This is an optimization exercise on Yosys and OpenROAD, whose aim is small area, not a production implementation.
The RTL was checked by simulation tests, not by an equivalence proof against the original design.
In every run shown here, the design's own scripts or RTL, not TritonCTS, make the clock network.
The clock input has no modelled driver; a real chip could not lean on it and would need a root buffer or a full tree.
No activity file was given, so power comes from the tool's default toggle rates.

--- design/flow/config.mk ---
export PLATFORM = sky130hd
export DESIGN_NAME = uart_rx
export DESIGN_NICKNAME = uart_rx
export VERILOG_FILES = /design/flow/design.v
export SDC_FILE = /design/flow/constraint.sdc
export NUM_CORES = 4
export LEC_CHECK = 0
export CAP_MARGIN = 20
export CORE_MARGIN = 2
export CORE_UTILIZATION = 40
export SLEW_MARGIN = 20
--- design/flow/constraint.sdc ---
create_clock -name core_clock -period 100.0 [get_ports {i_Clock}]
set_input_delay 20.0000 -clock core_clock [delete_from_list [all_inputs] [get_ports {i_Clock}]]
set_output_delay 20.0000 -clock core_clock [all_outputs]
set_load 0.01 [all_outputs]
--- design/flow/design.v ---
module uart_rx
  #(parameter CLKS_PER_BIT = 104)
  (
   input             i_Clock,
   input             i_Rst,
   input             i_Rx_Serial,
   output reg [15:0] o_Rx_Byte,
   output reg        square_wave,
   output reg        pin1,
   output reg        pin2
   );
  reg       r_Rx_Data;
  reg [3:0] r_Phase;
  reg [6:0] r_Count;         
  reg [7:0] r_Byte;
  reg       r_Hi_Done;       
  reg [23:0] counter;
  reg [15:0] steps;          
  reg [20:0] store;
  reg [20:0] quot;
  reg [15:0] rem;
  wire idle    = (r_Phase == 4'd0);
  wire start   = (r_Phase == 4'd1);
  wire data    = (r_Phase >= 4'd2) && (r_Phase <= 4'd9);
  wire slot8   = (r_Phase == 4'd10);
  wire stopb   = (r_Phase == 4'd11);
  wire cleanup = (r_Phase == 4'd12);
  wire c_zero = (r_Count == 7'd0);
  wire c_top  = r_Count[6] & r_Count[5] & r_Count[2] & r_Count[1] & r_Count[0];
  wire adv_start = start & c_zero;
  wire adv_bit   = (data | slot8 | stopb) & c_zero;
  wire upd       = stopb & c_top;        
  always @(posedge i_Clock) begin
    if (i_Rst) begin
      r_Rx_Data <= 1'b1;
      r_Phase   <= 4'd0;
      r_Hi_Done <= 1'b0;
    end else begin
      r_Rx_Data <= i_Rx_Serial;
      if (idle) begin
        if (!r_Rx_Data) r_Phase <= 4'd1;
      end else if (adv_start) begin
        r_Phase <= r_Rx_Data ? 4'd0 : 4'd2;
      end else if (adv_bit | cleanup) begin
        r_Phase <= cleanup ? 4'd0 : r_Phase + 4'd1;
      end
      if (slot8 & c_zero) r_Hi_Done <= ~r_Hi_Done;
    end
  end
  always @(posedge i_Clock)
    r_Count <= idle ? 7'd51 : c_zero ? 7'd103 : r_Count - 7'd1;
  always @(posedge i_Clock)
    if (data & c_zero) r_Byte <= {r_Rx_Data, r_Byte[7:1]};
  always @(posedge i_Clock) begin
    if (i_Rst)
      o_Rx_Byte <= 16'd0;
    else if (upd) begin
      if (r_Hi_Done) o_Rx_Byte[15:8] <= r_Byte;
      else           o_Rx_Byte[7:0]  <= r_Byte;
    end
  end
  localparam [31:0] DIVIDEND = 32'd1800000;
  wire [15:0] divisor = r_Hi_Done ? {o_Rx_Byte[15:8], r_Byte} : {r_Byte, o_Rx_Byte[7:0]};
  wire        nbit    = ~r_Count[6] & ~r_Count[5] & DIVIDEND[r_Count[4:0]];
  wire [16:0] trial   = {rem, nbit};
  wire [17:0] borrow;
  wire [16:0] diff;
  assign borrow[0] = 1'b0;
  genvar gi;
  generate
    for (gi = 0; gi < 17; gi = gi + 1) begin : g_sub
      wire dv = (gi < 16) ? divisor[gi] : 1'b0;
      assign diff[gi]     = trial[gi] ^ dv ^ borrow[gi];
      assign borrow[gi+1] = (~trial[gi] & dv) | (~trial[gi] & borrow[gi]) | (dv & borrow[gi]);
    end
  endgenerate
  wire        qbit    = ~borrow[17];
  always @(posedge i_Clock) begin
    rem  <= slot8 ? (qbit ? diff[15:0] : trial[15:0]) : 16'd0;
    quot <= {quot[19:0], qbit};
    if (upd) store <= quot;
  end
  localparam [15:0] STEPS_SEED = 16'hFFFF;
  localparam [15:0] STEPS_STOP = 16'h9097;   
  wire rpm_zero = (o_Rx_Byte == 16'd0);
  wire [21:0] cb;
  assign cb[0] = 1'b0;
  generate
    for (gi = 0; gi < 21; gi = gi + 1) begin : g_cmp
      assign cb[gi+1] = (~counter[gi] & store[gi]) | (~(counter[gi] ^ store[gi]) & cb[gi]);
    end
  endgenerate
  wire ge = rpm_zero ? (&counter)
                     : ((|counter[23:21]) | ~cb[21]);
  wire stop = (steps == STEPS_STOP);
  wire ev   = ge & ~stop;
  wire hi7  = (upd & r_Hi_Done) ? r_Byte[7] : o_Rx_Byte[15];
  always @(posedge i_Clock) begin
    if (i_Rst) begin
      counter     <= 24'd0;
      steps       <= STEPS_SEED;
      square_wave <= 1'b1;
      pin1        <= 1'b0;
      pin2        <= 1'b0;
    end else begin
      counter <= ev ? 24'd0 : counter + 24'd1;
      if (ev) begin
        square_wave <= ~square_wave;
        pin1        <= hi7;
        pin2        <= ~hi7;
        if (square_wave)
          steps <= {steps[14:0], steps[15] ^ steps[14] ^ steps[12] ^ steps[3]};
      end
    end
  end
endmodule
--- design/flow/flow/run.sh ---
#!/bin/bash
# The standard layout (standard.sh) with three changes:
#  - synthesis maps the logic with an area-oriented ABC script
#    (flow/abc_area.script) and without ORFS's adder cell extraction; the
#    rest of synthesis (register mapping, flattening, renaming) is the standard flow's
#    standard synthesis, unchanged;
#  - the clock tree is built by hand: one root buffer and a few leaf buffers
#    (flow/cts_hook.tcl);
#  - the port buffers are the smallest buffer cell.
# Each tool's output stays in ORFS's logs under orfs/logs; make's output is in
# flow_make.log.
set -euo pipefail
here=$(pwd)

# synthesis: ORFS's synth.tcl with the abc call pointed at our script
sed -e 's#^  log_cmd abc {\*}\$abc_args$#  set abc_args [lreplace $abc_args 1 1 '"$here"'/flow/abc_area.script]\n  log_cmd abc {*}$abc_args#' \
  "$FLOW_HOME/scripts/synth.tcl" > "$here/synth_custom.tcl"
grep -q "abc_area.script" "$here/synth_custom.tcl"
sed -e 's#^source \$::env(SCRIPTS_DIR)/synth.tcl$#source '"$here"'/synth_custom.tcl#' \
  "$here/synth_recipe.tcl" > "$here/synth_recipe_custom.tcl"
grep -q "synth_custom.tcl" "$here/synth_recipe_custom.tcl"
sed -e 's#SYNTH_SCRIPT=[^ ]*#SYNTH_SCRIPT='"$here"'/synth_recipe_custom.tcl ADDER_MAP_FILE=#' \
  "$here/standard.sh" > "$here/standard_custom.sh"
grep -q "synth_recipe_custom.tcl ADDER_MAP_FILE=" "$here/standard_custom.sh"

export PRE_CTS_TCL=$here/flow/cts_hook.tcl
export MCTS_NBUF=8
export MCTS_BCELL=sky130_fd_sc_hd__clkbuf_8
export MCTS_RCELL=sky130_fd_sc_hd__clkbuf_16
export BUFFER_PORTS_ARGS="-buffer_cell sky130_fd_sc_hd__buf_1"
bash "$here/standard_custom.sh" > "$here/flow_make.log" 2>&1
--- design/flow/flow/abc_area.script ---
strash
&get -n
&fraig -x
&put
scorr
dc2
strash
&get -n
&dch -f
&nf -R 1000
&put
--- design/flow/flow/cts_hook.tcl ---
# Manual clock buffering: the clock port drives one root buffer, which drives
# nbuf leaf buffers (or the registers directly when nbuf is 0); registers are
# split among the leaves by position.
proc manual_cts {nbuf bcell {rcell sky130_fd_sc_hd__clkbuf_16}} {
  set block [ord::get_db_block]
  set port_net [$block findNet i_Clock]
  set sinks {}
  foreach it [$port_net getITerms] {
    if {[$it isInputSignal]} { lappend sinks $it }
  }
  set master [[ord::get_db] findMaster $rcell]
  set root [odb::dbInst_create $block $master clkroot]
  set rnet [odb::dbNet_create $block clknet_root]
  $rnet setSigType CLOCK
  [$root findITerm A] connect $port_net
  [$root findITerm X] connect $rnet
  # centroid of sinks
  set n [llength $sinks]
  set sx 0; set sy 0
  foreach it $sinks {
    set b [[$it getInst] getBBox]
    set sx [expr {$sx + ([$b xMin] + [$b xMax]) / 2}]
    set sy [expr {$sy + ([$b yMin] + [$b yMax]) / 2}]
  }
  set cx [expr {$sx / $n}]; set cy [expr {$sy / $n}]
  $root setLocation $cx $cy
  $root setPlacementStatus PLACED
  if {$nbuf == 0} {
    foreach it $sinks { $it disconnect; $it connect $rnet }
    return
  }
  # split sinks into nbuf groups by angle around the centroid
  set lst {}
  foreach it $sinks {
    set b [[$it getInst] getBBox]
    set x [expr {([$b xMin] + [$b xMax]) / 2 - $cx}]
    set y [expr {([$b yMin] + [$b yMax]) / 2 - $cy}]
    lappend lst [list [expr {atan2($y, $x)}] $it $x $y]
  }
  set lst [lsort -real -index 0 $lst]
  set bm [[ord::get_db] findMaster $bcell]
  for {set k 0} {$k < $nbuf} {incr k} {
    set lo [expr {$k * $n / $nbuf}]; set hi [expr {($k + 1) * $n / $nbuf}]
    set buf [odb::dbInst_create $block $bm clkleaf_$k]
    set net [odb::dbNet_create $block clknet_leaf_$k]
    $net setSigType CLOCK
    [$buf findITerm A] connect $rnet
    [$buf findITerm X] connect $net
    set gx 0; set gy 0
    for {set i $lo} {$i < $hi} {incr i} {
      set e [lindex $lst $i]
      set it [lindex $e 1]
      $it disconnect; $it connect $net
      set gx [expr {$gx + [lindex $e 2]}]; set gy [expr {$gy + [lindex $e 3]}]
    }
    set m [expr {$hi - $lo}]
    $buf setLocation [expr {int($cx + $gx / $m)}] [expr {int($cy + $gy / $m)}]
    $buf setPlacementStatus PLACED
  }
}

# ORFS's cts.tcl calls clock_tree_synthesis after this hook; build the tree
# by hand instead (one root buffer, a few leaf buffers).
rename clock_tree_synthesis tritoncts_unused
proc clock_tree_synthesis {args} {
  manual_cts $::env(MCTS_NBUF) $::env(MCTS_BCELL) $::env(MCTS_RCELL)
}
--- design/flow/standard.sh ---
#!/bin/bash
# synth_recipe.tcl (not shown) runs the flow's synth.tcl, then flattens the netlist and writes it again
# the make line also repeats each setting of config.mk as NAME=value (left out here)
make -C /OpenROAD-flow-scripts/flow DESIGN_CONFIG=/design/flow/config.mk WORK_HOME=/design/flow/orfs CLKGATE_MAP_FILE= SYNTH_SCRIPT=/design/flow/synth_recipe.tcl "${@:-finish}"
==> results of run 1 <==
-- routing by layer --
metal / track usage / part of all wire / vias up
met4: 0.0228 / 0.015 / 0
met1: 0.201 / 0.49 / 1847
met2: 0.238 / 0.46 / 45
met3: 0.0211 / 0.038 / 13
li1: - / - / 2061
met5: 0 / 0 / -
-- area by class of cell --
cell class / count / area share
Buffer: 9 / 0.0234
Inverter: 21 / 0.0136
Multi-Input combinational cell: 395 / 0.381
Sequential cell: 138 / 0.528
Tap cell: 176 / 0.0381
Timing Repair Buffer: 23 / 0.0164
-- cell usage after synthesis, types with 2 or more instances --
cell and n:
nor3_1 36, a31oi_1 2, nor4_1 3, a211oi_1 6
nand3_1 2, edfxtp_1 29, a22o_1 9, and2_0 6
nor2b_1 4, and3_1 24, or4_1 5, mux2i_1 5
o21ai_0 26, o22ai_1 7, or3_1 3, a21oi_1 52
clkinv_1 21, dfxtp_1 109, o2bb2ai_1 3, nand2b_1 12
nand4_1 12, a221oi_1 2, xnor2_1 13, o221ai_1 2
xor2_1 4, nand2_1 62, nor2_1 61, maj3_1 4
or2_0 13, nand3b_1 2
-- metrics by stage --
stage,power (mW),utilization,area (um^2),cells,setup slack [ps]
floorplan,0.0654,-,5320,554,79070
finish,0.0908,0.440,5780,762,78740
CTS,0.0858,0.440,5780,762,78360
global route,0.0955,0.440,5780,762,78530
detailed placement,0.0672,0.429,5640,753,78340
global placement,0.0669,0.429,5640,753,78060
-- state kept, by name, indices dropped and copies added (netlist names) --
name         count
r_Rx_Data        1
steps           16
quot            21
pin2             1
r_Phase          4
square_wave      1
counter         24
r_Hi_Done        1
r_Count          7
rem             16
store           21
r_Byte           8
o_Rx_Byte       16
pin1             1
-- power breakdown --
| group | internal [mW] | switching, mW |
|---|---|---|
| registers | 0.0577 | 0.00216 |
| clock network | 0.00912 | 0.0157 |
| logic | 0.00256 | 0.00355 |
| total | 0.0694 | 0.0214 |
-- kinds of logic after synthesis --
group / synth area share
AOI/OAI and AO/OA: 0.135
xor gates and xnor gates: 0.0280
adders and majority gates: 0.00753
buffers and inverters: 0.0148
DFF: 0.574
muxes: 0.0115
and+or+nand+nor: 0.230
-- final timing paths --
check                  start           to  slack [ps]  cells after the start
setup / recovery       i_Rst  counter[23]       78740                      3
setup reg to reg  r_Count[0]       rem[3]       93600                     42
hold reg to reg      quot[4]      quot[5]         350                      0
hold / removal       quot[4]      quot[5]         350                      0
-- worst register-to-register path: cells and delay by family (launching register included) --
family / cells / cell delay, ps
and+or+nand+nor: 36 / 5050
DFF: 1 / 480
AOI/OAI and AO/OA: 6 / 730
==> impl_metrics.tcl, run 1 <==
set metrics [dict create \
    path_clk_slew_ps 100 \
    cp_num_buf_inv 1 \
    antenna_found_initial 0 \
    relSlewSlack 0.457 \
    clk_latency_ps 350 \
    dieArea_mm2 0.0142 \
    maxCapViolCount 0 \
    die_w_um 119 \
    vdd_drop_max_mv 0.0109 \
    hold_viol 0 \
    syn_avg_cell_area_um2 9.60 \
    register_area_mm2 0.00305 \
    start_util 0.405 \
    power.density_mw_per_mm2 15.7 \
    hp-class "reg2reg" \
    crit_arrival_ps 21460 \
    tns_ps 0 \
    rows 42 \
    gp_congestion 0.764 \
    diodes 0 \
    path_cells "clkbuf_2 > or2_1 > nor2_1" \
    drc 0 \
    async_flop_share 0 \
    dpl.hpwl_um 7020 \
    synth_top_area_frac 0.410 \
    critPathKind "in2reg" \
    synthesis.nets 557 \
    final_common_cell "dfxtp_1" \
    grt_pass1_wl_um 17500 \
    drive_gt1_frac 0.0256 \
    start_kind "input port" \
    crit_fanout 42 \
    dr.first_iter.drc_count 249 \
    synthFlopType "dfxtp_1" \
    port_buffers 21 \
    leakage_nw 1.90 \
    clock-skew-final_ps 15.2 \
    ant_nets 0 \
    cp_slowest_cell "or2_1" \
    fill_cells 1278 \
    syn_to_final_growth_pct 8.73 \
    ios 22 \
    synth_edf_count 29 \
    finalSetupViolations 0 \
    multi_input_area_mm2 0.00220 \
    yosysTopAreaCell "dfxtp_1" \
    slowest_delay_ps 710 \
    min_period_over_period 0.213 \
    die_height_um 119 \
    syn_area_mm2 0.00532 \
    synth_cells 554 \
    grt_max_degree 43 \
    outcome "complete, no violations" \
    worstMarginPinSlew_ps 814 \
    hold_buffers 0 \
    yosys_warnings 1 \
    cts_setup_buffers 0 \
    final_max_slew_viol_count 0 \
    grt.overflow.total 0 \
    fin_nets 591 \
    final_cell_mix "dfxtp_1 (109), nand2_1 (62), nor2_1 (60), a21oi_1 (52), nor3_1 (35)" \
    routed_wl_um 10200 \
    via_count 3966 \
    crit_family "simple AND/OR/NAND/NOR gates" \
    ys_seq_elements 138 \
    ys_top_cells_by_area "dfxtp_1 (41%), edfxtp_1 (16%), a21oi_1 (4.9%)" \
    postCtsResizedCells 0 \
    routed_via_density 5.20 \
    core_mm2 0.0131 \
    synth_cell_type_count 45 \
    whs_ps 351 \
    rsz0062_at_grt "no" \
    first_global_vias 3745 \
    crit_required_ps 100200 \
    first_pass_iters 4 \
    ys_seq_area_frac 0.574 \
    fmax_ghz 0.0470 \
    fin_crit_ps 21260 \
    gr-usage-all-layers 0.143 \
    wl_per_cell_um 13.4 \
    endpoint_kind "flop" \
]
==> run 2, diff against run 1 <==
--- a/design/flow/flow/run.sh
+++ b/design/flow/flow/run.sh
@@ -26,5 +26,5 @@
 export PRE_CTS_TCL=$here/flow/cts_hook.tcl
-export MCTS_NBUF=8
-export MCTS_BCELL=sky130_fd_sc_hd__clkbuf_8
-export MCTS_RCELL=sky130_fd_sc_hd__clkbuf_16
+export MCTS_NBUF=12
+export MCTS_BCELL=sky130_fd_sc_hd__clkbuf_4
+export MCTS_RCELL=sky130_fd_sc_hd__clkbuf_8
 export BUFFER_PORTS_ARGS="-buffer_cell sky130_fd_sc_hd__buf_1"
--- a/design/flow/config.mk
+++ b/design/flow/config.mk
@@ -9,3 +9,3 @@
 export CORE_MARGIN = 2
-export CORE_UTILIZATION = 40
+export CORE_UTILIZATION = 70
 export SLEW_MARGIN = 20
==> run 2 against run 1 <==
Compared with the run above: sequential cell count is the same; sequential share of layout area increased by 1.0 points; cell area decreased by 1.9%; first-iteration DRC count is 16% lower; critical endpoint is now o_Rx_Byte[15]; largest power group unchanged; highest routed layer unchanged.
==> impl_metrics.tcl, run 2 <==
set metrics [dict create \
    synth_cell_type_count 45 \
    ys_seq_area_frac 0.574 \
    post-synth-top-count-cell "dfxtp_1" \
    leakage_nw 1.90 \
    drc 0 \
    endpoint_kind "primary output" \
    crit_required_ps 80000 \
    power.density_mw_per_mm2 15.6 \
    die_w_um 91.2 \
    fin_nets 598 \
    cts_setup_buffers 0 \
    top_regs "counter (24), quot (21), store (21)" \
    path_clk_slew_ps 120 \
    p_sw_uw 21.4 \
    grt_pass1_wl_um 17700 \
    fmax_ghz 0.0476 \
    finalWorstSetupSlack_ps 78980 \
    syn_to_final_growth_pct 6.61 \
    syn_area_mm2 0.00532 \
    synthFlopType "dfxtp_1" \
    final_common_cell "dfxtp_1" \
    first_pass_iters 4 \
    path_cells "buf_1" \
    switching_share 0.242 \
    min_period_over_period 0.210 \
    largest-register "counter" \
    wl_per_cell_um 15.0 \
    via_count 4082 \
    hp-class "reg2reg" \
    postCtsResizedCells 0 \
    synth_cells 554 \
    stdcell_count 692 \
    intPower_uw 66.9 \
    synthesis.nets 557 \
    maxCapViolCount 0 \
    ant_nets 0 \
    finalSetupViolations 0 \
    cp_num_buf_inv 1 \
    tns_ps 0 \
    diodes 0 \
    hold_viol 0 \
    crit_fanout 4 \
    dieArea_mm2 0.00831 \
    cp_slowest_cell "dfxtp_1" \
    start_kind "flop" \
    routed_via_density 5.90 \
    ios 22 \
    yosysTopAreaCell "dfxtp_1" \
    crit_family "flip-flops" \
    critPathKind "reg2out" \
    die_height_um 91.2 \
    final_cell_mix "dfxtp_1 (109), nand2_1 (62), nor2_1 (60), a21oi_1 (52), nor3_1 (35)" \
    whs_ps 345 \
    routed_wl_um 10300 \
    slowest_delay_ps 440 \
    synth_top_area_frac 0.410 \
    first_global_vias 3985 \
    ys_top_cells_by_area "dfxtp_1 (41%), edfxtp_1 (16%), a21oi_1 (4.9%)" \
    antenna_found_initial 0 \
    rsz0062_at_grt "no" \
    dpl.hpwl_um 7170 \
    yosys_warnings 1 \
    core_mm2 0.00729 \
    crit_arrival_ps 1020 \
    grt.overflow.total 0 \
    yosys-top-cells-count "dfxtp_1 (109), nand2_1 (62), nor2_1 (61)" \
    power.share.clock 0.252 \
    dr.first_iter.drc_count 210 \
    dp.cells 679 \
    vdd_drop_max_mv 0.0168 \
    syn_avg_cell_area_um2 9.60 \
    pwr-share-seq 0.679 \
    clock-skew-final_ps 18.8 \
    relSlewSlack 0.488 \
    largest_reg_flops 24 \
    clk_latency_ps 400 \
    pre_cts_slack_ps 78870 \
    drive_gt1_frac 0.0337 \
    fin_total_pwr_uw 88.2 \
    stdcell_area_mm2 0.00567 \
    gp_congestion 0.858 \
    worstMarginPinSlew_ps 767 \
    post_dp_cell_area_mm2 0.00556 \
    async_flop_share 0 \
    start_util 0.729 \
    p_comb_frac 0.069 \
    hold_buffers 0 \
    rows 31 \
    synth_edf_count 29 \
    grt_max_degree 43 \
    fin_crit_ps 21020 \
    ys_seq_elements 138 \
    final_max_slew_viol_count 0 \
    port_buffers 21 \
    utilization 0.778 \
    outcome "complete, no violations" \
    gr-usage-all-layers 0.249 \
]
## run 2: changes by cell type in the layout (fill, tap and decap cells not counted), sizes merged
cell	change
buf	+4
clkbuf	+3
## run 2: logic make-up after synthesis
group | Yosys count | synth area share
buf+inv | 21 | 0.0148
simple gates | 249 | 0.230
mux | 6 | 0.0115
flops | 138 | 0.574
fa+ha+maj | 4 | 0.00753
compound gates | 119 | 0.135
xor+xnor | 17 | 0.0280
## run 2: layout make-up
| class | count | area, um^2 |
|---|---|---|
| sequential | 138 | 3050 |
| multi-input combinational | 395 | 2190 |
| fill | 530 | 1620 |
| tap | 99 | 124 |
| timing repair buffer | 26 | 116 |
| buffer | 13 | 104 |
| inverter | 21 | 78.8 |
## run 2: worst paths after layout
path,start,to,slack (ps),cells after the start
worst max-delay path,o_Rx_Byte[15],o_Rx_Byte[15],78980,1
worst max register to register,r_Count[0],rem[4],93240,42
worst min register to register,quot[18],quot[19],350,0
worst min-delay path,quot[18],quot[19],350,0
## run 2: power groups by stage
stage               clock [mW]  combinational (mW)  sequential [mW]
floorplan                    0             0.00483           0.0606
global placement             0             0.00587           0.0609
detailed placement           0             0.00605           0.0611
CTS                     0.0159             0.00608           0.0611
global route            0.0245             0.00686           0.0603
finish                  0.0222             0.00607           0.0599
## run 2: metal layers
metal	share of wire	global-route usage	up-vias
li1	-	-	2072
met1	0.46	0.340	1919
met2	0.50	0.435	83
met3	0.038	0.0199	8
met4	0.0093	0.0568	0
met5	0	0	-
==> run 3, diff against run 2 <==
--- a/design/flow/design.v
+++ b/design/flow/design.v
@@ -18,4 +18,4 @@
   reg [15:0] steps;          
-  reg [20:0] store;
-  reg [20:0] quot;
+  reg [15:0] store;          
+  reg [15:0] quot;
   reg [15:0] rem;
@@ -79,3 +79,3 @@
     rem  <= slot8 ? (qbit ? diff[15:0] : trial[15:0]) : 16'd0;
-    quot <= {quot[19:0], qbit};
+    quot <= {quot[14:0], qbit};
     if (upd) store <= quot;
@@ -85,2 +85,15 @@
   wire rpm_zero = (o_Rx_Byte == 16'd0);
+  wire [4:0] rl = o_Rx_Byte[4:0];
+  wire rpm_small = (o_Rx_Byte[15:5] == 11'd0) && (rl != 5'd0) && (rl < 5'd28);
+  wire [4:0] half_top =
+      !rpm_small   ? 5'd0  :
+      (rl == 5'd1) ? 5'd27 :
+      (rl == 5'd2) ? 5'd13 :
+      (rl == 5'd3) ? 5'd9  :
+      (rl == 5'd4) ? 5'd6  :
+      (rl == 5'd5) ? 5'd5  :
+      (rl == 5'd6) ? 5'd4  :
+      (rl <= 5'd9) ? 5'd3  :
+      (rl <= 5'd13) ? 5'd2 : 5'd1;
+  wire [20:0] half = {half_top, store};
   wire [21:0] cb;
@@ -89,3 +102,3 @@
     for (gi = 0; gi < 21; gi = gi + 1) begin : g_cmp
-      assign cb[gi+1] = (~counter[gi] & store[gi]) | (~(counter[gi] ^ store[gi]) & cb[gi]);
+      assign cb[gi+1] = (~counter[gi] & half[gi]) | (~(counter[gi] ^ half[gi]) & cb[gi]);
     end
--- a/design/flow/flow/run.sh
+++ b/design/flow/flow/run.sh
@@ -26,5 +26,5 @@
 export PRE_CTS_TCL=$here/flow/cts_hook.tcl
-export MCTS_NBUF=12
-export MCTS_BCELL=sky130_fd_sc_hd__clkbuf_4
-export MCTS_RCELL=sky130_fd_sc_hd__clkbuf_8
+export MCTS_NBUF=8
+export MCTS_BCELL=sky130_fd_sc_hd__clkbuf_8
+export MCTS_RCELL=sky130_fd_sc_hd__clkbuf_16
 export BUFFER_PORTS_ARGS="-buffer_cell sky130_fd_sc_hd__buf_1"
--- a/design/flow/config.mk
+++ b/design/flow/config.mk
@@ -9,3 +9,3 @@
 export CORE_MARGIN = 2
-export CORE_UTILIZATION = 70
+export CORE_UTILIZATION = 40
 export SLEW_MARGIN = 20
==> run 3 against run 2 <==
Compared with the run above: setup slack got worse by 230 ps; maximum frequency is 1.1% lower; clock skew shrank 1.2 ps; sequential cell count fell by 10; utilization down 33 points; sequential power decreased by 12%; clock power rose by 7%; routed wire length grew 0.23%; hold slack improved by 0.54 ps; highest routed layer unchanged.
==> impl_metrics.tcl, run 3 <==
set metrics [dict create \
    die_height_um 118 \
    hp-class "reg2reg" \
    antenna_found_initial 0 \
    post-synth-top-count-cell "dfxtp_1" \
    async_flop_share 0 \
    fin_nets 599 \
    fin_crit_ps 21240 \
    fmax_ghz 0.0471 \
    first_global_vias 3667 \
    critPathKind "in2reg" \
    p_comb_frac 0.017 \
    drive_gt1_frac 0.0269 \
    dp.cells 757 \
    first_pass_iters 4 \
    switching_share 0.204 \
    hold_buffers 0 \
    via_count 3981 \
    dpl.hpwl_um 7350 \
    grt.overflow.total 0 \
    synth_edf_count 24 \
    clk_latency_ps 350 \
    grt_pass1_wl_um 17500 \
    port_buffers 21 \
    cts_setup_buffers 0 \
    multi_input_area_mm2 0.00226 \
    grt_util_met3 0.0141 \
    final_max_slew_viol_count 0 \
    synthesis.nets 562 \
    vdd_drop_max_mv 0.00740 \
    routed_wl_um 10400 \
    power.share.clock 0.304 \
    crit_fanout 40 \
    core_mm2 0.0126 \
    relSlewSlack 0.419 \
    min_period_over_period 0.212 \
    power.density_mw_per_mm2 13.8 \
    diodes 0 \
    rows 41 \
    pwr-share-seq 0.679 \
    grt_max_degree 41 \
    fill_cells 1281 \
    outcome "complete, no violations" \
    largest_reg_flops 24 \
    synth_cells 559 \
    tns_ps 0 \
    ys_top_cells_by_area "dfxtp_1 (40%), edfxtp_1 (14%), nor2_1 (4.8%)" \
    rsz0062_at_grt "no" \
    ys_seq_area_frac 0.542 \
    p_sw_uw 16.0 \
    wl_per_cell_um 13.5 \
    start_kind "input port" \
    worstMarginPinSlew_ps 869 \
    gr-usage-all-layers 0.146 \
    synthFlopType "dfxtp_1" \
    postCtsResizedCells 0 \
    syn_avg_cell_area_um2 9.25 \
    grt_use_met1 0.206 \
    ant_nets 0 \
    endpoint_kind "flop" \
    syn_area_mm2 0.00517 \
    crit_arrival_ps 21440 \
    largest-register "counter" \
    yosys_warnings 1 \
    maxCapViolCount 0 \
    die_w_um 118 \
    globalRoute.busiestLayer "met2" \
    dieArea_mm2 0.0138 \
    hold_viol 0 \
    path_clk_slew_ps 110 \
    gp_congestion 0.796 \
    ys_seq_elements 128 \
    dr.first_iter.drc_count 316 \
    leakage_nw 1.94 \
    syn_to_final_growth_pct 9.22 \
    intPower_uw 62.1 \
    clock-skew-final_ps 17.6 \
    finalSetupViolations 0 \
    stdcell_count 766 \
    crit_required_ps 100200 \
    yosysTopAreaCell "dfxtp_1" \
    ios 22 \
    use_met2 0.242 \
    yosys-top-cells-count "dfxtp_1 (104), nor2_1 (66), a21oi_1 (47)" \
    start_util 0.410 \
    drc 0 \
    routed_via_density 5.20 \
    register_area_mm2 0.00280 \
    final_common_cell "dfxtp_1" \
    synth_top_area_frac 0.403 \
    final_cell_mix "dfxtp_1 (104), nor2_1 (66), a21oi_1 (47), o21ai_0 (41), nand2_1 (38)" \
    synth_cell_type_count 41 \
]
-- run 3: changes by cell type after synthesis, sizes merged, moves of 6 or more --
cell and change:
maj3 +6, nand3 +7, o21ai +15, clkinv +10, nand2 -24
-- run 3: power by group through the flow --
stage,clock [mW],sequential [mW],combinational (mW)
detailed placement,0,0.0542,0.00134
global route,0.0272,0.0531,0.00148
floorplan,0,0.0541,0.000878
finish,0.0238,0.0530,0.00132
CTS,0.0179,0.0542,0.00134
global placement,0,0.0542,0.00131
-- run 3: routing by layer --
metal | wire length, um | up-vias | share of wire
li1 | - | 2072 | -
met1 | 4980 | 1846 | 0.48
met2 | 4760 | 46 | 0.46
met3 | 371 | 17 | 0.036
met4 | 252 | 0 | 0.024
met5 | 0 | - | 0
-- run 3: final cells by class --
type                       count  share of cell area
tap                          172              0.0381
buffer                         9              0.0239
timing repair buffer          26              0.0215
multi-input combinational    400               0.400
inverter                      31              0.0206
sequential                   128               0.496
-- run 3: cells by family (layout without fill, tap and decap cells) --
group	Yosys count	count (layout)	synth area share
compound gates	127	127	0.143
xor+xnor	16	16	0.0271
simple gates	241	241	0.234
mux	6	6	0.0119
buf+inv	31	66	0.0225
flops	128	128	0.542
fa+ha+maj	10	10	0.0194
-- run 3: final timing paths --
kind                   start          to  slack [ps]  depth (start not counted)
setup / recovery       i_Rst  counter[8]       78760                          3
hold reg to reg     quot[14]    quot[15]         350                          0
setup reg to reg  counter[0]    steps[0]       93320                         24
hold / removal      quot[14]    quot[15]         350                          0
-- run 3: stage by stage --
| stage | utilization | hold WS (ps) | setup slack (ps) | power [mW] | area (um^2) |
|---|---|---|---|---|---|
| after floorplan | - | 327 | 79070 | 0.0550 | 5170 |
| after global placement | 0.436 | 331 | 78070 | 0.0555 | 5500 |
| after detailed placement | 0.437 | 333 | 78350 | 0.0555 | 5510 |
| after CTS | 0.447 | 333 | 78360 | 0.0734 | 5650 |
| after global routing | 0.447 | 359 | 78620 | 0.0818 | 5650 |
| final | 0.447 | 346 | 78760 | 0.0781 | 5650 |
-- run 3: critical path, stage by stage --
cell and delay, ps:
clkbuf_2 600, or2_1 710, nor3b_1 120
==> run 4, diff against run 3 <==
==> design/flow/flow/abc_area.script (replaced) <==
strash
&get -n
&fraig -x
&put
scorr
dc2
strash
&get -n
&dch -f
&nf -R 1000
&put
mfs2 -W 4 -M 5000
strash
&get -n
&dch -f
&nf -R 1000
&put
--- a/design/flow/config.mk
+++ b/design/flow/config.mk
@@ -10,2 +10,3 @@
 export CORE_UTILIZATION = 40
+export GPL_TIMING_DRIVEN = 0
 export SLEW_MARGIN = 20
==> run 4 against run 3 <==
Compared with the run above: sequential cell count did not move; setup slack got worse by 50 ps; global-route usage rose by 0.99 points; utilization fell by 0.093 points; clock power rose by 2%; sequential share of layout area rose by 0.53 points; first-iteration DRC count fell by 29%; largest power group unchanged; highest routed layer unchanged.
==> impl_metrics.tcl, run 4 <==
set metrics [dict create \
    ant_nets 0 \
    cp_slowest_cell "or2_1" \
    gr-usage-all-layers 0.156 \
    async_flop_share 0 \
    ys_seq_area_frac 0.549 \
    wl_per_cell_um 13.8 \
    ys_top_cells_by_area "dfxtp_1 (41%), edfxtp_1 (14%), a21oi_1 (7.3%)" \
    final_common_cell "dfxtp_1" \
    antenna_found_initial 0 \
    largest-register "counter" \
    rows 41 \
    first_pass_iters 6 \
    hold_viol 0 \
    drive_gt1_frac 0.0349 \
    vdd_drop_max_mv 0.00779 \
    dr.first_iter.drc_count 225 \
    relSlewSlack 0.378 \
    clock-skew-final_ps 11.8 \
    dpl.hpwl_um 7110 \
    grt_pass1_wl_um 17700 \
    start_kind "input port" \
    path_cells "buf_2 > or2_1 > nor3b_1" \
    path_clk_slew_ps 100 \
    worstMarginPinSlew_ps 927 \
    pre_cts_slack_ps 78320 \
    min_period_over_period 0.213 \
    grt.overflow.total 0 \
    clk_latency_ps 350 \
    largest_reg_flops 24 \
    core_mm2 0.0125 \
    rsz0062_at_grt "no" \
    synth_cell_type_count 41 \
    dieArea_mm2 0.0137 \
    synth_top_area_frac 0.408 \
    post-synth-top-count-cell "dfxtp_1" \
    endpoint_kind "flop" \
    routed_wl_um 10300 \
    maxCapViolCount 0 \
    syn_area_mm2 0.00511 \
    power.density_mw_per_mm2 14.0 \
    fmax_ghz 0.0470 \
    synth_edf_count 24 \
    multi_input_area_mm2 0.00222 \
    synthesis.nets 542 \
    syn_avg_cell_area_um2 9.48 \
    yosys_warnings 1 \
    yosys-top-cells-count "dfxtp_1 (104), a21oi_1 (75), nand2_1 (56)" \
    postCtsResizedCells 0 \
    finalWorstSetupSlack_ps 78700 \
    diodes 0 \
    post_dp_cell_area_mm2 0.00545 \
    leakage_nw 1.77 \
    fin_crit_ps 21300 \
    gp_congestion 0.830 \
    yosysTopAreaCell "dfxtp_1" \
    crit_required_ps 100190 \
    cts_setup_buffers 0 \
    synthFlopType "dfxtp_1" \
    final_max_slew_viol_count 0 \
    slowest_delay_ps 750 \
    crit_arrival_ps 21490 \
    via_count 3876 \
    port_buffers 21 \
    fill_cells 1208 \
    finalSetupViolations 0 \
    critPathKind "in2reg" \
    hp-class "reg2reg" \
    grt_max_degree 41 \
    first_global_vias 3728 \
    die_height_um 117 \
    crit_fanout 40 \
    final_cell_mix "dfxtp_1 (103), a21oi_1 (74), nand2_1 (56), nor2_1 (42), o21ai_0 (40)" \
    drc 0 \
    register_area_mm2 0.00280 \
    syn_to_final_growth_pct 9.43 \
    ios 22 \
    hold_buffers 0 \
    start_util 0.408 \
    tns_ps 0 \
    stdcell_area_mm2 0.00559 \
    outcome "complete, no violations" \
    routed_via_density 5.20 \
    ys_seq_elements 128 \
    fin_nets 578 \
    synth_cells 539 \
    die_w_um 117 \
]
-- run 4: cell count changes in the layout (fill, tap and decap cells not counted), sizes merged, moves of 9 or more --
cell    before  now
nand2b      14    3
or2         17    5
nor2        66   43
and3        24    7
a22o         9    0
a21oi       47   75
nor3        35   21
nand2       38   56
-- run 4: cell type report --
| type | count | share of cell area |
|---|---|---|
| flip-flops and latches | 128 | 0.502 |
| inverters | 29 | 0.0195 |
| multi-input cells | 382 | 0.397 |
| plain buffers | 9 | 0.0242 |
| well taps | 172 | 0.0385 |
| repair buffers | 25 | 0.0193 |
-- run 4: stage by stage --
step           instances   util  power (mW)  hold WS [ps]
2_1_floorplan        539      -      0.0548           327
3_3_place_gp         732  0.432      0.0553           329
3_5_place_dp         736  0.435      0.0554           334
4_1_cts              745  0.446      0.0733           334
5_1_grt              745  0.447      0.0816           357
6_report             745  0.447      0.0784           351
-- run 4: report_power, final --
group	leakage [nW]	switching, mW	internal, mW
clock	0.0698	0.0151	0.00910
sequential	1.07	0.000367	0.0525
combinational	0.633	0.000853	0.000415
-- run 4: cells by family (layout without fill, tap and decap cells) --
group	Yosys count	count (layout)	share of synthesized area
flip-flops	128	128	0.549
AO/OA/AOI/OAI	154	154	0.169
AND/OR/NAND/NOR	175	175	0.163
buffers and inverters	29	63	0.0213
multiplexers	12	12	0.0235
adder cells (fa/ha/maj)	17	17	0.0333
XOR/XNOR	24	24	0.0412
-- run 4: final timing paths --
path,endpoint,startpoint,slack [ps],cells past startpoint
setup reg to reg,rem[5],r_Count[0],91320,30
hold reg to reg,quot[10],quot[9],350,0
hold / removal,quot[10],quot[9],350,0
setup / recovery,counter[5],i_Rst,78700,3
-- run 4: worst max-delay path, delay by kind of cell --
family	cells	cell delay, ps
buf+inv	1	580
simple gates	2	880
-- run 4: layer usage --
layer,share of wire,up-vias,GRT usage
met1,0.49,1795,0.223
met5,0,-,0
met3,0.044,15,0.0196
li1,-,2007,-
met4,0.016,0,0.0251
met2,0.45,59,0.259
==> run 5, diff against run 4 <==
--- a/design/flow/config.mk
+++ b/design/flow/config.mk
@@ -10,3 +10,2 @@
 export CORE_UTILIZATION = 40
-export GPL_TIMING_DRIVEN = 0
 export SLEW_MARGIN = 20
==> run 5 against run 4 <==
Compared with the run above: hold slack improved by 2.5 ps; critical path type is now reg2out; synthesized area is the same; critical endpoint is now o_Rx_Byte[1]; sequential power barely moved; maximum frequency rose by 0.76%; sequential share of layout area fell by 0.15 points; still clean; largest cell class unchanged; via count is 0.23% higher; clock power about the same; cell count rose by 0.54%; die area unchanged; cell area up 0.25%.
==> impl_metrics.tcl, run 5 <==
set metrics [dict create \
    leakage_nw 1.79 \
    vdd_drop_max_mv 0.00604 \
    cp_num_buf_inv 1 \
    yosysTopAreaCell "dfxtp_1" \
    first_pass_iters 4 \
    dpl.hpwl_um 6980 \
    port_buffers 21 \
    start_util 0.408 \
    synthFlopType "dfxtp_1" \
    via_count 3885 \
    register_area_mm2 0.00280 \
    grt.overflow.total 0 \
    post-synth-top-count-cell "dfxtp_1" \
    path_cells "buf_1" \
    syn_area_mm2 0.00511 \
    synth_cells 539 \
    rsz0062_at_grt "no" \
    wl_per_cell_um 13.4 \
    final_max_slew_viol_count 0 \
    ant_nets 0 \
    power.density_mw_per_mm2 14.0 \
    endpoint_kind "primary output" \
    tns_ps 0 \
    async_flop_share 0 \
    finalSetupViolations 0 \
    crit_arrival_ps 1140 \
    fin_nets 582 \
    start_kind "flop" \
    fin_crit_ps 21140 \
    first_global_vias 3579 \
    outcome "complete, no violations" \
    final_common_cell "dfxtp_1" \
    ys_seq_area_frac 0.549 \
    drive_gt1_frac 0.0329 \
    largest_reg_flops 24 \
    cp_slowest_cell "dfxtp_1" \
    clock-skew-final_ps 9.35 \
    multi_input_area_mm2 0.00220 \
    final_cell_mix "dfxtp_1 (104), a21oi_1 (75), nand2_1 (56), nor2_1 (43), o21ai_0 (41)" \
    rows 41 \
    die_height_um 117 \
    maxCapViolCount 0 \
    synth_cell_type_count 41 \
    yosys_warnings 1 \
    crit_family "flip-flops" \
    die_w_um 117 \
    stdcell_count 749 \
    slowest_delay_ps 550 \
    postCtsResizedCells 0 \
    whs_ps 353 \
    gr-usage-all-layers 0.146 \
    ys_top_cells_by_area "dfxtp_1 (41%), edfxtp_1 (14%), a21oi_1 (7.3%)" \
    hp-class "reg2reg" \
    ys_seq_elements 128 \
    crit_fanout 12 \
    r2r_slack_ps 91900 \
    syn_avg_cell_area_um2 9.48 \
    routed_via_density 5.19 \
    fmax_ghz 0.0473 \
    diodes 0 \
    yosys-top-cells-count "dfxtp_1 (104), a21oi_1 (75), nand2_1 (56)" \
    dr.first_iter.drc_count 228 \
    hold_viol 0 \
    grt_pass1_wl_um 16700 \
    ios 22 \
    relSlewSlack 0.311 \
    fill_cells 1251 \
    critPathKind "reg2out" \
    cts_setup_buffers 0 \
    clk_latency_ps 340 \
    grt_max_degree 41 \
    largest-register "counter" \
    drc 0 \
    antenna_found_initial 0 \
    routed_wl_um 10100 \
    dieArea_mm2 0.0137 \
    core_mm2 0.0125 \
    gp_congestion 0.785 \
    crit_required_ps 80000 \
    synth_edf_count 24 \
    synth_top_area_frac 0.408 \
    synthesis.nets 542 \
    dp.cells 740 \
    path_clk_slew_ps 100 \
    min_period_over_period 0.211 \
    hold_buffers 0 \
    worstMarginPinSlew_ps 1030 \
    syn_to_final_growth_pct 9.70 \
]
-- run 5: per-layer routing --
| layer | global-route usage | share of wire | vias to the layer above |
|---|---|---|---|
| li1 | - | - | 2007 |
| met1 | 0.204 | 0.48 | 1807 |
| met2 | 0.246 | 0.45 | 56 |
| met3 | 0.0206 | 0.049 | 15 |
| met4 | 0.0259 | 0.019 | 0 |
| met5 | 0 | 0 | - |
-- run 5: area by class of cell --
class                      instances  area share
buffer                             9      0.0241
inverter                          29      0.0194
multi-input combinational        382       0.393
sequential                       128       0.500
tap                              172      0.0384
timing repair buffer              29      0.0250
-- run 5: final timing paths --
check,start,to,cells past startpoint
setup / recovery,o_Rx_Byte[1],o_Rx_Byte[1],1
hold / removal,quot[4],quot[5],0
setup reg to reg,r_Count[0],rem[2],31
hold reg to reg,quot[4],quot[5],0
-- run 5: kinds of logic (layout without fill, tap and decap cells) --
logic type               Yosys count  after routing  share of synthesized area
AO/OA/AOI/OAI                    154            154                      0.169
multiplexers                      12             12                     0.0235
buffers and inverters             29             67                     0.0213
XOR/XNOR                          24             24                     0.0412
AND/OR/NAND/NOR                  175            175                      0.163
flip-flops                       128            128                      0.549
adder cells (fa/ha/maj)           17             17                     0.0333
-- run 5: power breakdown --
group / total [mW] / switching, mW / internal, mW
Combinational: 0.00128 / 0.000845 / 0.000439
Sequential: 0.0529 / 0.000389 / 0.0525
Clock: 0.0240 / 0.0149 / 0.00910
-- run 5: through the flow --
stage	cell area (um^2)	setup WS (ps)	total power, mW	util
floorplan	5110	79070	0.0548	-
global placement	5470	78700	0.0553	0.437
detailed placement	5470	78610	0.0554	0.437
CTS	5600	78630	0.0733	0.448
global route	5600	78800	0.0820	0.448
finish	5600	78860	0.0782	0.448
==> run 6, diff against run 5 <==
--- a/design/flow/flow/run.sh
+++ b/design/flow/flow/run.sh
@@ -26,5 +26,5 @@
 export PRE_CTS_TCL=$here/flow/cts_hook.tcl
-export MCTS_NBUF=8
-export MCTS_BCELL=sky130_fd_sc_hd__clkbuf_8
-export MCTS_RCELL=sky130_fd_sc_hd__clkbuf_16
+export MCTS_NBUF=4
+export MCTS_BCELL=sky130_fd_sc_hd__clkbuf_16
+export MCTS_RCELL=sky130_fd_sc_hd__clkbuf_8
 export BUFFER_PORTS_ARGS="-buffer_cell sky130_fd_sc_hd__buf_1"
==> design/flow/flow/cts_hook.tcl (replaced) <==
# Hand-built clock tree: the clock port drives one root buffer, the root
# drives nbuf leaf buffers, and each leaf drives a cluster of registers.
# Clusters come from a few rounds of capacity-limited k-means on the
# registers' placed positions; each buffer sits at its loads' centroid.
proc mcts_center {pts} {
  set sx 0.0; set sy 0.0
  foreach p $pts { set sx [expr {$sx + [lindex $p 0]}]; set sy [expr {$sy + [lindex $p 1]}] }
  set n [llength $pts]
  return [list [expr {$sx / $n}] [expr {$sy / $n}]]
}

proc manual_cts {nbuf bcell rcell} {
  set block [ord::get_db_block]
  set port_net [$block findNet i_Clock]
  set sinks {}
  set pts {}
  foreach it [$port_net getITerms] {
    if {[$it isInputSignal]} {
      lappend sinks $it
      set b [[$it getInst] getBBox]
      lappend pts [list [expr {([$b xMin] + [$b xMax]) / 2.0}] [expr {([$b yMin] + [$b yMax]) / 2.0}]]
    }
  }
  set n [llength $sinks]
  set c0 [mcts_center $pts]
  # initial centers: angular sectors around the centroid
  set order {}
  for {set i 0} {$i < $n} {incr i} {
    set p [lindex $pts $i]
    lappend order [list [expr {atan2([lindex $p 1] - [lindex $c0 1], [lindex $p 0] - [lindex $c0 0])}] $i]
  }
  set order [lsort -real -index 0 $order]
  set assign [lrepeat $n 0]
  for {set k 0} {$k < $nbuf} {incr k} {
    for {set j [expr {$k * $n / $nbuf}]} {$j < ($k + 1) * $n / $nbuf} {incr j} {
      lset assign [lindex $order $j 1] $k
    }
  }
  set cap [expr {int(ceil(1.15 * $n / $nbuf))}]
  for {set round 0} {$round < 20} {incr round} {
    set centers {}
    for {set k 0} {$k < $nbuf} {incr k} {
      set g {}
      for {set i 0} {$i < $n} {incr i} { if {[lindex $assign $i] == $k} { lappend g [lindex $pts $i] } }
      if {[llength $g] == 0} { lappend centers $c0 } else { lappend centers [mcts_center $g] }
    }
    set pairs {}
    for {set i 0} {$i < $n} {incr i} {
      set p [lindex $pts $i]
      for {set k 0} {$k < $nbuf} {incr k} {
        set c [lindex $centers $k]
        lappend pairs [list [expr {abs([lindex $p 0] - [lindex $c 0]) + abs([lindex $p 1] - [lindex $c 1])}] $i $k]
      }
    }
    set pairs [lsort -real -index 0 $pairs]
    set done [lrepeat $n 0]
    set size [lrepeat $nbuf 0]
    foreach pr $pairs {
      set i [lindex $pr 1]; set k [lindex $pr 2]
      if {[lindex $done $i] || [lindex $size $k] >= $cap} { continue }
      lset done $i 1
      lset assign $i $k
      lset size $k [expr {[lindex $size $k] + 1}]
    }
  }
  set rnet [odb::dbNet_create $block clknet_root]
  $rnet setSigType CLOCK
  set root [odb::dbInst_create $block [[ord::get_db] findMaster $rcell] clkroot]
  [$root findITerm A] connect $port_net
  [$root findITerm X] connect $rnet
  set bm [[ord::get_db] findMaster $bcell]
  set bpts {}
  for {set k 0} {$k < $nbuf} {incr k} {
    set g {}
    set net [odb::dbNet_create $block clknet_leaf_$k]
    $net setSigType CLOCK
    for {set i 0} {$i < $n} {incr i} {
      if {[lindex $assign $i] == $k} {
        set it [lindex $sinks $i]
        $it disconnect
        $it connect $net
        lappend g [lindex $pts $i]
      }
    }
    if {[llength $g] == 0} { odb::dbNet_destroy $net; continue }
    set c [mcts_center $g]
    set buf [odb::dbInst_create $block $bm clkleaf_$k]
    [$buf findITerm A] connect $rnet
    [$buf findITerm X] connect $net
    $buf setLocation [expr {int([lindex $c 0])}] [expr {int([lindex $c 1])}]
    $buf setPlacementStatus PLACED
    lappend bpts $c
  }
  set c [mcts_center $bpts]
  $root setLocation [expr {int([lindex $c 0])}] [expr {int([lindex $c 1])}]
  $root setPlacementStatus PLACED
}

# ORFS's cts.tcl calls clock_tree_synthesis after this hook; build the tree
# by hand instead.
rename clock_tree_synthesis tritoncts_unused
proc clock_tree_synthesis {args} {
  manual_cts $::env(MCTS_NBUF) $::env(MCTS_BCELL) $::env(MCTS_RCELL)
}
--- a/design/flow/config.mk
+++ b/design/flow/config.mk
@@ -10,2 +10,3 @@
 export CORE_UTILIZATION = 40
+export GPL_TIMING_DRIVEN = 0
 export SLEW_MARGIN = 20
==> run 6 against run 5 <==
Compared with the run above: setup slack lost 120 ps; total power decreased by 2.3%; synthesized area unchanged; die area did not move; combinational power barely moved; global-route usage grew 0.68 points; maximum frequency shrank 0.55%; sequential share of layout area up 0.34 points; sequential power barely moved; register-to-register slack worse by 510 ps.
==> impl_metrics.tcl, run 6 <==
set metrics [dict create \
    routed.top_layer "met4" \
    synthesis.nets 542 \
    start_kind "input port" \
    largest_reg_flops 24 \
    via_count 3885 \
    routed-wl-met3_um 359 \
    yosysTopAreaCell "dfxtp_1" \
    ios 22 \
    critPathKind "in2reg" \
    path_clk_slew_ps 120 \
    routed_wl_um 10100 \
    die_height_um 117 \
    yosys-top-cells-count "dfxtp_1 (104), a21oi_1 (75), nand2_1 (56)" \
    endpoint_kind "flop" \
    largest-register "counter" \
    p_comb_frac 0.017 \
    final_max_slew_viol_count 0 \
    routed_via_density 5.24 \
    final_cell_mix "dfxtp_1 (103), a21oi_1 (74), nand2_1 (56), nor2_1 (42), o21ai_0 (40)" \
    async_flop_share 0 \
    drc 0 \
    fin_nets 574 \
    hp-class "reg2reg" \
    pwr-share-seq 0.692 \
    port_buffers 21 \
    power.share.clock 0.291 \
    cts_setup_buffers 0 \
    wl_per_cell_um 13.6 \
    maxCapViolCount 0 \
    ys_seq_elements 128 \
    crit_required_ps 100230 \
    grt_pass1_wl_um 17500 \
    synth_top_family_by_area "compound AO/OA/AOI/OAI gates" \
    antenna_found_initial 0 \
    relSlewSlack 0.388 \
    core_mm2 0.0125 \
    final_common_cell "dfxtp_1" \
    hold_buffers 0 \
    min_period_over_period 0.213 \
    power.density_mw_per_mm2 13.7 \
    fmax_ghz 0.0471 \
    drive_gt1_frac 0.0281 \
    pre_cts_slack_ps 78320 \
    switching_share 0.199 \
    ys_top_cells_by_area "dfxtp_1 (41%), edfxtp_1 (14%), a21oi_1 (7.3%)" \
    syn_avg_cell_area_um2 9.48 \
    finalWorstSetupSlack_ps 78750 \
    outcome "complete, no violations" \
    tns_ps 0 \
    rows 41 \
    first_global_vias 3676 \
    synth-compound-area-share 0.169 \
    postCtsResizedCells 0 \
    yosys.area_share.simple 0.163 \
    p_sw_uw 15.2 \
    synthFlopType "dfxtp_1" \
    leakage_nw 1.76 \
    gp_congestion 0.830 \
    synth-xor-area-share 0.0412 \
    fin_total_pwr_uw 76.4 \
    die_w_um 117 \
    start_util 0.408 \
    synth_cell_type_count 41 \
    synthAdderAreaFrac 0.0333 \
    finalSetupViolations 0 \
    rsz0062_at_grt "no" \
    synth_edf_count 24 \
    clock-skew-final_ps 20.7 \
    grt.overflow.total 0 \
    synthMuxAreaShare 0.0235 \
    ys_seq_area_frac 0.549 \
    dpl.hpwl_um 7110 \
    dr.first_iter.drc_count 181 \
    grt_max_degree 41 \
    intPower_uw 61.2 \
    yosys_warnings 1 \
    first_pass_iters 5 \
    gr-usage-all-layers 0.153 \
    met2_length_um 4640 \
    crit_arrival_ps 21480 \
    post-synth-top-count-cell "dfxtp_1" \
    vdd_drop_max_mv 0.00820 \
    wl_met1_um 4930 \
    hold_viol 0 \
    diodes 0 \
    dieArea_mm2 0.0137 \
    ant_nets 0 \
    clk_latency_ps 380 \
    syn_area_mm2 0.00511 \
    worstMarginPinSlew_ps 909 \
    fin_crit_ps 21250 \
    synth_top_area_frac 0.408 \
    crit_fanout 40 \
    synth_cells 539 \
    syn_to_final_growth_pct 9.02 \
]
==> run 6: cell types whose count changed in the layout (fill, tap and decap cells not counted), moves of 2 or more <==
cell       delta
clkbuf_16     +3
buf_4         -5
clkbuf_8      -7
buf_2         +2
==> run 6: metrics by stage <==
stage	std cells	utilization	hold slack (ps)	cell area (um^2)
after floorplan	539	-	327	5110
after global placement	732	0.432	329	5400
after detailed placement	736	0.435	334	5450
after CTS	741	0.444	334	5560
after global routing	741	0.445	345	5570
final	741	0.445	335	5570
==> run 6: critical path, cell delays in order <==
cell	delay (ps)
buf_2	590
or2_1	750
nor3b_1	120
==> run 6: metal layers <==
layer / vias to the layer above / track usage
li1: 1996 / -
met2: 55 / 0.259
met5: - / 0
met3: 11 / 0.0108
met1: 1823 / 0.223
met4: 0 / 0.0180
==> run 6: cell type report <==
cell class	instances	area, um^2
Fill cell	1203	6950
Sequential cell	128	2800
Multi-Input combinational cell	382	2220
Tap cell	172	215
Buffer	5	114
Inverter	29	109
Timing Repair Buffer	25	108
==> run 6: logic make-up after synthesis <==
| family | Yosys count |
|---|---|
| adders and majority gates | 17 |
| DFF | 128 |
| muxes | 12 |
| buffers and inverters | 29 |
| AOI/OAI and AO/OA | 154 |
| and+or+nand+nor | 175 |
| xor gates and xnor gates | 24 |
==> run 6: path summary, 6_finish.rpt <==
path         startpoint     endpoint  slack (ps)  cells after the start
max               i_Rst  counter[23]       78750                      3
min             quot[5]      quot[6]         340                      0
max reg2reg  r_Count[0]       rem[5]       91390                     30
min reg2reg     quot[5]      quot[6]         340                      0
==> run 6: power groups by stage <==
stage	Sequential, mW	Combinational, mW	Clock [mW]
2_1_floorplan	0.0540	0.000814	0
3_3_place_gp	0.0541	0.00124	0
3_5_place_dp	0.0541	0.00129	0
4_1_cts	0.0541	0.00129	0.0170
5_1_grt	0.0530	0.00147	0.0251
6_report	0.0529	0.00127	0.0222
==> run 7, diff against run 6 <==
==> design/flow/flow/run.sh (replaced) <==
#!/bin/bash
set -euo pipefail
here=$(pwd)

python3 "$here/flow/make_synth.py" "$here" "$FLOW_HOME"
sed -e 's#SYNTH_SCRIPT=[^ ]*#SYNTH_SCRIPT='"$here"'/synth_recipe_multi.tcl ADDER_MAP_FILE=#' \
  "$here/standard.sh" > "$here/standard_custom.sh"
grep -q "synth_recipe_multi.tcl ADDER_MAP_FILE=" "$here/standard_custom.sh"

export PRE_CTS_TCL=$here/flow/cts_hook.tcl
export MCTS_NBUF=8
export MCTS_BCELL=sky130_fd_sc_hd__clkbuf_8
export MCTS_RCELL=sky130_fd_sc_hd__clkbuf_16
export BUFFER_PORTS_ARGS="-buffer_cell sky130_fd_sc_hd__buf_1"
bash "$here/standard_custom.sh" > "$here/flow_make.log" 2>&1
==> design/flow/flow/abc_a.script (new file) <==
strash
&get -n
&fraig -x
&put
scorr
dc2
strash
&get -n
&dch -f
&nf -R 1000
&put
mfs2 -W 4 -M 5000
strash
&get -n
&dch -f
&nf -R 1000
&put
==> design/flow/flow/abc_b.script (new file) <==
strash
&get -n
&fraig -x
&put
scorr
dc2
strash
&get -n
&dch -f
&nf -R 1000
&put
==> design/flow/flow/abc_c.script (new file) <==
strash
dch
map -a
topo
dnsize
==> design/flow/flow/abc_d.script (new file) <==
strash
&get -n
&fraig -x
&put
scorr
dc2
strash
&get -n
&dch -f
&nf -R 1000
&put
mfs2 -W 4 -M 5000
strash
&get -n
&dch -f
&nf -R 1000
&put
mfs2 -W 4 -M 5000
strash
&get -n
&dch -f
&nf -R 1000
&put
==> design/flow/flow/abc_e.script (new file) <==
strash
dc2
strash
dch -f
map -a
mfs2 -W 4 -M 5000
strash
dch -f
map -a
==> design/flow/flow/abc_f.script (new file) <==
strash
&get -n
&fraig -x
&put
scorr
dc2
strash
&get -n
&dch -f
&if -K 4 -a
&mfs
&st
&dch -f
&nf -R 1000
&put
==> design/flow/flow/abc_g.script (new file) <==
strash
&get -n
&fraig -x
&put
scorr
dc2
strash
&get -n
&dch -f
&nf -R 1000 -a
&put
mfs2 -W 4 -M 5000
strash
&get -n
&dch -f
&nf -R 1000 -a
&put
==> design/flow/flow/abc_h.script (new file) <==
strash
&get -n
&fraig -x
&put
scorr
dc2
strash
&get -n
&synch2
&dch -f
&nf -R 1000
&put
mfs2 -W 4 -M 5000
strash
&get -n
&dch -f
&nf -R 1000
&put
==> design/flow/flow/abc_i.script (new file) <==
strash
dc2
strash
balance
rewrite
refactor
balance
rewrite
rewrite -z
balance
refactor -z
rewrite -z
balance
strash
&get -n
&dch -f
&nf -R 1000
&put
mfs2 -W 4 -M 5000
strash
&get -n
&dch -f
&nf -R 1000
&put
==> design/flow/flow/abc_j.script (new file) <==
strash
&get -n
&fraig -x
&put
scorr
dc2
strash
&get -n
&dch -f
&if -K 6 -a
&mfs
&st
&dch -f
&nf -R 1000
&put
mfs2 -W 4 -M 5000
strash
&get -n
&dch -f
&nf -R 1000
&put
==> design/flow/flow/cts_hook.tcl (replaced) <==
# Manual clock buffering: the clock port drives one root buffer, which drives
# nbuf leaf buffers (or the registers directly when nbuf is 0); registers are
# split among the leaves by position.
proc manual_cts {nbuf bcell {rcell sky130_fd_sc_hd__clkbuf_16}} {
  set block [ord::get_db_block]
  set port_net [$block findNet i_Clock]
  set sinks {}
  foreach it [$port_net getITerms] {
    if {[$it isInputSignal]} { lappend sinks $it }
  }
  set master [[ord::get_db] findMaster $rcell]
  set root [odb::dbInst_create $block $master clkroot]
  set rnet [odb::dbNet_create $block clknet_root]
  $rnet setSigType CLOCK
  [$root findITerm A] connect $port_net
  [$root findITerm X] connect $rnet
  # centroid of sinks
  set n [llength $sinks]
  set sx 0; set sy 0
  foreach it $sinks {
    set b [[$it getInst] getBBox]
    set sx [expr {$sx + ([$b xMin] + [$b xMax]) / 2}]
    set sy [expr {$sy + ([$b yMin] + [$b yMax]) / 2}]
  }
  set cx [expr {$sx / $n}]; set cy [expr {$sy / $n}]
  $root setLocation $cx $cy
  $root setPlacementStatus PLACED
  if {$nbuf == 0} {
    foreach it $sinks { $it disconnect; $it connect $rnet }
    return
  }
  # split sinks into nbuf groups by angle around the centroid
  set lst {}
  foreach it $sinks {
    set b [[$it getInst] getBBox]
    set x [expr {([$b xMin] + [$b xMax]) / 2 - $cx}]
    set y [expr {([$b yMin] + [$b yMax]) / 2 - $cy}]
    lappend lst [list [expr {atan2($y, $x)}] $it $x $y]
  }
  set lst [lsort -real -index 0 $lst]
  set bm [[ord::get_db] findMaster $bcell]
  for {set k 0} {$k < $nbuf} {incr k} {
    set lo [expr {$k * $n / $nbuf}]; set hi [expr {($k + 1) * $n / $nbuf}]
    set buf [odb::dbInst_create $block $bm clkleaf_$k]
    set net [odb::dbNet_create $block clknet_leaf_$k]
    $net setSigType CLOCK
    [$buf findITerm A] connect $rnet
    [$buf findITerm X] connect $net
    set gx 0; set gy 0
    for {set i $lo} {$i < $hi} {incr i} {
      set e [lindex $lst $i]
      set it [lindex $e 1]
      $it disconnect; $it connect $net
      set gx [expr {$gx + [lindex $e 2]}]; set gy [expr {$gy + [lindex $e 3]}]
    }
    set m [expr {$hi - $lo}]
    $buf setLocation [expr {int($cx + $gx / $m)}] [expr {int($cy + $gy / $m)}]
    $buf setPlacementStatus PLACED
  }
}

# ORFS's cts.tcl calls clock_tree_synthesis after this hook; build the tree
# by hand instead (one root buffer, a few leaf buffers).
rename clock_tree_synthesis tritoncts_unused
proc clock_tree_synthesis {args} {
  manual_cts $::env(MCTS_NBUF) $::env(MCTS_BCELL) $::env(MCTS_RCELL)
}
==> design/flow/flow/make_synth.py (new file) <==
"""Write synth_multi.tcl and synth_recipe_multi.tcl into the work folder.

synth_multi.tcl is ORFS's synth.tcl with its single ABC call replaced by a
loop: ABC runs once per flow/abc_*.script on the same design and the
smallest result (by liberty cell area) is kept. Everything else, register
mapping included, is ORFS's synthesis as bench's standard synthesis runs it.
synth_recipe_multi.tcl is bench's synth_recipe.tcl sourcing synth_multi.tcl.
"""
import os
import sys

work, flow_home = sys.argv[1], sys.argv[2]
src = open(os.path.join(flow_home, "scripts", "synth.tcl")).read()
old = "  log_cmd abc {*}$abc_args\n"
if src.count(old) != 1:
    sys.exit("synth.tcl: abc call not found")
new = """  set abc_rest [lrange $abc_args 2 end]
  design -save my_pre_abc
  set best_area -1
  foreach scr [lsort [glob %s/flow/abc_*.script]] {
    design -load my_pre_abc
    log_cmd abc -script $scr {*}$abc_rest
    opt_clean -purge
    set st [tee -q -s result.string stat {*}$lib_args]
    if { ![regexp {Chip area for module '[^']*': ([0-9.]+)} $st -> area] } {
      error "no area from stat after $scr"
    }
    puts "ABC script $scr: area $area"
    if { $best_area < 0 || $area < $best_area } {
      set best_area $area
      set best_scr $scr
      design -save my_best_abc
    }
  }
  design -load my_best_abc
  puts "ABC best script $best_scr: area $best_area"
""" % work
open(os.path.join(work, "synth_multi.tcl"), "w").write(src.replace(old, new))

b = open(os.path.join(work, "synth_recipe.tcl")).read()
line = "source $::env(SCRIPTS_DIR)/synth.tcl"
if b.count(line) != 1:
    sys.exit("synth_recipe.tcl: source line not found")
b = b.replace(line, "source %s/synth_multi.tcl" % work)
open(os.path.join(work, "synth_recipe_multi.tcl"), "w").write(b)
removed: design/flow/flow/abc_area.script
==> run 7 against run 6 <==
Compared with the run above: still clean; die area unchanged; setup slack worse by 42 ps; via count down 0.23%; sequential share of layout area down 0.19 points; maximum frequency down 0.20%; first-iteration DRC count up 24%; cell count up 0.54%; hold slack better by 15 ps.
==> impl_metrics.tcl, run 7 <==
set metrics [dict create \
    cts_setup_buffers 0 \
    final_cell_mix "dfxtp_1 (103), a21oi_1 (74), nand2_1 (56), nor2_1 (42), o21ai_0 (40)" \
    fill_cells 1208 \
    grt_pass1_wl_um 17700 \
    rows 41 \
    wl_per_cell_um 13.8 \
    fin_total_pwr_uw 78.4 \
    die_height_um 117 \
    finalSetupViolations 0 \
    start_util 0.408 \
    rsz0062_at_grt "no" \
    gp_congestion 0.830 \
    syn_to_final_growth_pct 9.43 \
    clk_latency_ps 350 \
    relSlewSlack 0.378 \
    synth_cell_type_count 41 \
    vdd_drop_max_mv 0.00779 \
    synthesis.nets 542 \
    start_kind "input port" \
    syn_avg_cell_area_um2 9.48 \
    ant_nets 0 \
    die_w_um 117 \
    stdcell_count 745 \
    async_flop_share 0 \
    maxCapViolCount 0 \
    clock-skew-final_ps 11.8 \
    first_pass_iters 6 \
    hold_viol 0 \
    fin_nets 578 \
    utilization 0.447 \
    path_clk_slew_ps 100 \
    finalWorstSetupSlack_ps 78700 \
    dp.cells 736 \
    synth_top_area_frac 0.408 \
    power.density_mw_per_mm2 14.0 \
    routed_via_density 5.20 \
    yosys.area_share.simple 0.163 \
    ios 22 \
    gr-usage-all-layers 0.156 \
    fin_crit_ps 21300 \
    pre_cts_slack_ps 78320 \
    drc 0 \
    dieArea_mm2 0.0137 \
    synthMuxAreaShare 0.0235 \
    final_max_slew_viol_count 0 \
    register_area_mm2 0.00280 \
    dr.first_iter.drc_count 225 \
    leakage_nw 1.77 \
    yosys_warnings 1 \
    crit_fanout 40 \
    ys_top_cells_by_area "dfxtp_1 (41%), edfxtp_1 (14%), a21oi_1 (7.3%)" \
    drive_gt1_frac 0.0349 \
    grt.overflow.total 0 \
    largest_reg_flops 24 \
    yosysTopAreaCell "dfxtp_1" \
    dpl.hpwl_um 7110 \
    largest-register "counter" \
    ys_seq_area_frac 0.549 \
    first_global_vias 3728 \
    min_period_over_period 0.213 \
    ys_seq_elements 128 \
    postCtsResizedCells 0 \
    synth_edf_count 24 \
    post-synth-top-count-cell "dfxtp_1" \
    worstMarginPinSlew_ps 927 \
    port_buffers 21 \
    antenna_found_initial 0 \
    routed_wl_um 10300 \
    tns_ps 0 \
    hp-class "reg2reg" \
    synth_top_family_by_area "compound AO/OA/AOI/OAI gates" \
    crit_arrival_ps 21490 \
    multi_input_area_mm2 0.00222 \
    diodes 0 \
    critPathKind "in2reg" \
    grt_max_degree 41 \
    yosys-top-cells-count "dfxtp_1 (104), a21oi_1 (75), nand2_1 (56)" \
    crit_required_ps 100190 \
    hold_buffers 0 \
    outcome "complete, no violations" \
    synthFlopType "dfxtp_1" \
    synth-compound-area-share 0.169 \
    endpoint_kind "flop" \
    synthAdderAreaFrac 0.0333 \
    fmax_ghz 0.0470 \
    synth-xor-area-share 0.0412 \
    synth_cells 539 \
    final_common_cell "dfxtp_1" \
    syn_area_mm2 0.00511 \
    via_count 3876 \
    core_mm2 0.0125 \
]
-- run 7: cell counts after synthesis --
No cell type changed its count.
-- run 7: layout make-up --
| class | instances | share of cell area |
|---|---|---|
| Buffer | 9 | 0.0242 |
| Tap cell | 172 | 0.0385 |
| Sequential cell | 128 | 0.502 |
| Timing Repair Buffer | 25 | 0.0193 |
| Inverter | 29 | 0.0195 |
| Multi-Input combinational cell | 382 | 0.397 |
-- run 7: final timing paths --
check                                 from         end  slack [ps]  depth (start not counted)
worst min register to register     quot[9]    quot[10]         350                          0
worst max-delay path                 i_Rst  counter[5]       78700                          3
worst min-delay path               quot[9]    quot[10]         350                          0
worst max register to register  r_Count[0]      rem[5]       91320                         30
-- run 7: kinds of logic after synthesis --
group                    after synthesis
AO/OA/AOI/OAI                        154
XOR/XNOR                              24
adder cells (fa/ha/maj)               17
buffers and inverters                 29
flip-flops                           128
multiplexers                          12
AND/OR/NAND/NOR                      175
-- run 7: layer usage --
layer  global-route usage  vias up  routed length [um]
li1                     -     2007                   -
met1                0.223     1795                5030
met2                0.259       59                4670
met3               0.0196       15                 452
met4               0.0251        0                 170
met5                    0        -                   0
-- run 7: through the flow --
step                instance area, um^2  hold WS (ps)
finish                             5590           351
global route                       5590           357
CTS                                5580           334
detailed placement                 5450           334
global placement                   5400           329
floorplan                          5110           327
-- run 7: worst max-delay path: stages --
cell     delay [ps]
buf_2           580
or2_1           750
nor3b_1         130
-- run 7: report_power, final --
| group | total, mW | internal, mW | switching, mW | leakage (nW) |
|---|---|---|---|---|
| Combinational | 0.00127 | 0.000415 | 0.000853 | 0.633 |
| Sequential | 0.0529 | 0.0525 | 0.000367 | 1.07 |
| Clock | 0.0242 | 0.00910 | 0.0151 | 0.0698 |

==> port drivers added, routing unchanged <==
No port has a modelled driver above. Below, the same layouts with a new extraction and two added sets of constraints.
Step 1, drivers: a clkbuf_16 drives i_Clock and a buf_2 each remaining input, both assumed.
Step 2 adds t to the input delays and takes it off the output delays; t is the mean of the earliest and latest rising clock arrival at the registers after step 1. Input paths then give back, and output paths get back, about the clock's delay inside the block.
Three values: no drivers, after step 1, after step 2; two values: the first two.
run	shift t [ns]	setup slack, ns	worst hold slack (ns)	latest minus earliest clock arrival (ns)	worst data-port slew with drivers (ns)
run 1	0.379	78.742 / 78.759 / 78.381	0.351 / 0.351 / 0.351	0.017 / 0.017	0.03
run 2	0.425	78.984 / 78.951 / 78.865	0.345 / 0.345 / 0.345	0.019 / 0.019	0.03
run 3	0.383	78.755 / 78.771 / 78.389	0.346 / 0.346 / 0.346	0.018 / 0.019	0.04
run 4	0.380	78.705 / 78.724 / 78.344	0.351 / 0.351 / 0.351	0.011 / 0.012	0.03
run 5	0.377	78.865 / 78.824 / 78.628	0.353 / 0.353 / 0.353	0.010 / 0.010	0.03
run 6	0.401	78.747 / 78.759 / 78.358	0.335 / 0.335 / 0.335	0.020 / 0.020	0.03
run 7	0.380	78.705 / 78.724 / 78.344	0.351 / 0.351 / 0.351	0.011 / 0.012	0.03
After both steps every run listed still meets setup and hold. The setup slack of run 6, which loses most, moves by +0.012 ns with the drivers and by -0.389 ns with both steps.
